Source: an optimization exercise on an open RTL-to-GDS flow (aim: small area, a short achievable clock period and few clock cycles per item). Production flows keep margins and buffers that such runs may drop.
Where RTL was checked, it was by simulation tests only, not by an equivalence proof against the original.
Power is estimated from default activity; no workload was simulated.

Design mdu_top, start of the top module:
module mdu_top
(
    input  logic         clk,
    input  logic         rst,
    input  logic         in_valid,
    input  logic [2:0]   in_op,
    input  logic [31:0]  in_rs1,
    input  logic [31:0]  in_rs2,
    input  logic [31:0]  in_pc,
    input  logic [31:0]  in_inst,
    input  logic [4:0]   in_rd_addr,
    input  logic [4:0]   in_rs1_addr,
    input  logic [4:0]   in_rs2_addr,
    input  logic         in_regf_we,
    input  logic [4:0]   in_rob_idx,
    output logic         out_valid,
    output logic [31:0]  out_rd_data,
    output logic [31:0]  out_pc,
    output logic [31:0]  out_inst,
    output logic [4:0]   out_rd_addr,
    output logic [4:0]   out_rs1_addr,
    output logic [4:0]   out_rs2_addr,
    output logic         out_regf_we,
    output logic [4:0]   out_rob_idx
);
    mul_unit mul_inst (
        .clk      (clk),
        .rst      (rst),
        .in_valid (in_valid),
        .in_op    (in_op),
        .in_rs1   (in_rs1),
        .in_rs2   (in_rs2),
        .out_valid(out_valid),
        .out_data (out_rd_data)
    );
    assign out_pc       = in_pc;
  ...
For scale: ~120 flip-flops, about 270 I/O pins, about 22000 µm² of cells after synthesis.
Settings: LEC_CHECK=0, ABC_AREA=1, CAP_MARGIN=30, CORE_MARGIN=2, CORE_UTILIZATION=40, SETUP_SLACK_MARGIN=5, SLEW_MARGIN=30; clock period 13.0 ns.
run.sh (not shown) runs the stock make flow with config.mk's settings and CLKGATE_MAP_FILE= SYNTH_SCRIPT=/design/flow/synth_recipe.tcl, a recipe that flattens the netlist after the stock synthesis.
Edit:
--- a/flow/design.v
+++ b/flow/design.v
@@ -83,53 +83,16 @@
         for (int d = 1 << ($clog2(W) - 1); d >= 1; d = d / 2) begin
             for (int i = 3 * d - 1; i < W; i = i + 2 * d)
                 pp[i] = pp[i] & pp[i - d];
         end
         sum[0] = a[0] ^ cin;
         for (int i = 1; i < W; i++) sum[i] = a[i] ^ pp[i-1];
     end
 endmodule
-module mdu_hc_add #(parameter int W = 32) (
-    input  logic [W-1:0] a,
-    input  logic [W-1:0] b,
-    input  logic         cin,
-    output logic [W-1:0] sum
-);
-    logic [W-1:0] p, g, gg, pp, gn, pn;
-    always_comb begin
-        p  = a ^ b;
-        g  = a & b;
-        gg = g;
-        pp = p;
-        gg[0] = g[0] | (p[0] & cin);
-        pp[0] = 1'b0;
-        for (int i = 1; i < W; i = i + 2) begin
-            gg[i] = gg[i] | (pp[i] & gg[i-1]);
-            pp[i] = pp[i] & pp[i-1];
-        end
-        for (int d = 2; d < W; d = d * 2) begin
-            gn = gg;
-            pn = pp;
-            for (int i = 1; i < W; i = i + 2) begin
-                if (i - d >= 0) begin
-                    gn[i] = gg[i] | (pp[i] & gg[i-d]);
-                    pn[i] = pp[i] & pp[i-d];
-                end
-            end
-            gg = gn;
-            pp = pn;
-        end
-        for (int i = 2; i < W; i = i + 2) begin
-            gg[i] = gg[i] | (pp[i] & gg[i-1]);
-        end
-        sum[0] = p[0] ^ cin;
-        for (int i = 1; i < W; i++) sum[i] = p[i] ^ gg[i-1];
-    end
-endmodule
 module mul_unit
 (
     input  logic         clk,
     input  logic         rst,
     input  logic         in_valid,
     input  logic [2:0]   in_op,
     input  logic [31:0]  in_rs1,
     input  logic [31:0]  in_rs2,
@@ -207,24 +170,24 @@
     assign pl = booth_pp(nb[2:0], M);
     assign ol = {2'b00, L, 1'b0, nb[4], 1'b0, nb[2]};    
     assign cs = csa(ol, ph, pl);
     logic [33:0] x1, x2, y, s1;
     logic        q1, q2;
     logic [31:0] l1, l2;
     assign x1 = {1'b0, L, nb[4]};
     assign y  = {2'b11, M};
-    mdu_hc_add #(.W(34)) add1 (.a(x1), .b(y), .cin(minv), .sum(s1));
+    assign s1 = x1 + y + 34'(minv);
     assign q1 = ~s1[33];
     assign l1 = q1 ? s1[31:0] : x1[31:0];
     logic [37:0] sa2, sb2, s2;
     assign x2  = {1'b0, l1, nb[3]};
     assign sa2 = is_div ? {4'b0000, x2} : cs[37:0];
     assign sb2 = is_div ? {4'b1111, y}  : cs[75:38];
-    mdu_hc_add #(.W(38)) add2 (.a(sa2), .b(sb2), .cin(is_div & minv), .sum(s2));
+    assign s2  = sa2 + sb2 + 38'(is_div & minv);
     assign q2  = ~s2[37];
     assign l2  = q2 ? s2[31:0] : x2[31:0];
     logic [31:0] below, below_next, used, hc;
     always_comb begin
         for (int i = 0; i < 32; i++) begin
             below[i]      = (i < 32'(kq));
             below_next[i] = (i < 32'(kq)) && (i + (is_div ? 2 : 4) < 32'(kq));
         end
Global-route usage rose by 0.45 points.
Wire length rose by a few percent.
Area after synthesis rose by a few percent.
Non-clock buffer count fell by 66.
Power is about the same.
Register-to-register slack gets better by 0.85 ns.
Worst hold slack gets worse by 0.023 ns.
Utilization fell by 2.1 points.
Testbench counts after the change, summed over its fixed seeds: cycles 142,920, ops 24,000.
For the first run of this note, only the layout was checked, not whether the RTL still works.

========
Another version of the RTL of mdu_top (not shown whole).
For scale: roughly 120 flip-flops, about 270 I/O pins, roughly 24,000 µm² of cells after synthesis.
==> module mdu_thermo, before the edit <==
module mdu_thermo (
    input  logic [31:0] x,
    output logic [32:0] t
);
    always_comb begin
        t[32] = 1'b0;
        for (int i = 31; i >= 0; i--) t[i] = t[i+1] | x[i];
    end
endmodule
Settings: LEC_CHECK=0, ABC_AREA=1, CAP_MARGIN=30, CORE_MARGIN=2, CORE_UTILIZATION=40, SETUP_SLACK_MARGIN=5, SLEW_MARGIN=30; clock period 13.0 ns.
The baseline went through all stages and came out clean.
Change:
--- a/flow/design.v
+++ b/flow/design.v
@@ -13,11 +13,17 @@
 module mdu_thermo (
     input  logic [31:0] x,
     output logic [32:0] t
 );
+    logic [31:0] r;
     always_comb begin
+        for (int i = 0; i < 32; i++) r[i] = x[31 - i];
+        for (int d = 1; d < 32; d = d * 2)
+            for (int i = 2 * d - 1; i < 32; i = i + 2 * d) r[i] = r[i] | r[i - d];
+        for (int d = 16; d >= 1; d = d / 2)
+            for (int i = 3 * d - 1; i < 32; i = i + 2 * d) r[i] = r[i] | r[i - d];
         t[32] = 1'b0;
-        for (int i = 31; i >= 0; i--) t[i] = t[i+1] | x[i];
+        for (int i = 0; i < 32; i++) t[i] = r[31 - i];
     end
 endmodule
 module mdu_thermo_len #(parameter int W = 33, parameter int LW = 6) (
     input  logic [W-1:0]  t,
The changed run produced a clean layout.
Sequential share of layout area is higher by 0.51 points.
Setup slack improves by 1700 ps.
Power shrinks by 5.2%.
Critical path depth goes down by 34.
Final area came out lower by 4.5%.
Worst hold slack improves by 14 ps.
Clock skew grows by 3.5 ps.
Combinational power came out lower by 6.3%.
Sequential cell count is unchanged.
Routed wire length stays flat.
Via count fell by 0.35%.
Function was not checked in any run of this note: the RTL went through the layout flow alone.

-- separate check: timing with driven ports --
In the flow no input, the clock included, has a driving cell. The finished layouts below were timed again as built, in two steps.
Step 1, drivers: a clkbuf_16 drives clk and a buf_2 each remaining input, both assumed.
Step 2, shift: input delay + t, output delay - t, t = (earliest + latest rising clock arrival at the registers) / 2. This alone moves slack from input paths to output paths.
a / b / c = no drivers / after step 1 / after step 2; a / b = the first two.
run | t, ns | setup WS [ns] | hold WS [ns] | worst setup path after step 2
the first run of note 1 | 0.503 | 4.702 / 4.702 / 4.702 | 0.492 / 0.492 / 0.492 | register to register
the second run of note 1 | 0.492 | 5.280 / 5.322 / 4.830 | 0.468 / 0.468 / 0.468 | input to register
the first run of note 2 | 0.515 | 3.582 / 3.582 / 3.582 | 0.509 / 0.509 / 0.509 | register to register
the second run of note 2 | 0.500 | 5.240 / 5.275 / 4.774 | 0.522 / 0.522 / 0.522 | input to register
After both steps setup and hold are still met in every run listed. The setup slack of the second run of note 2, which loses most, moves by +0.035 ns with the drivers and by -0.466 ns with both steps.
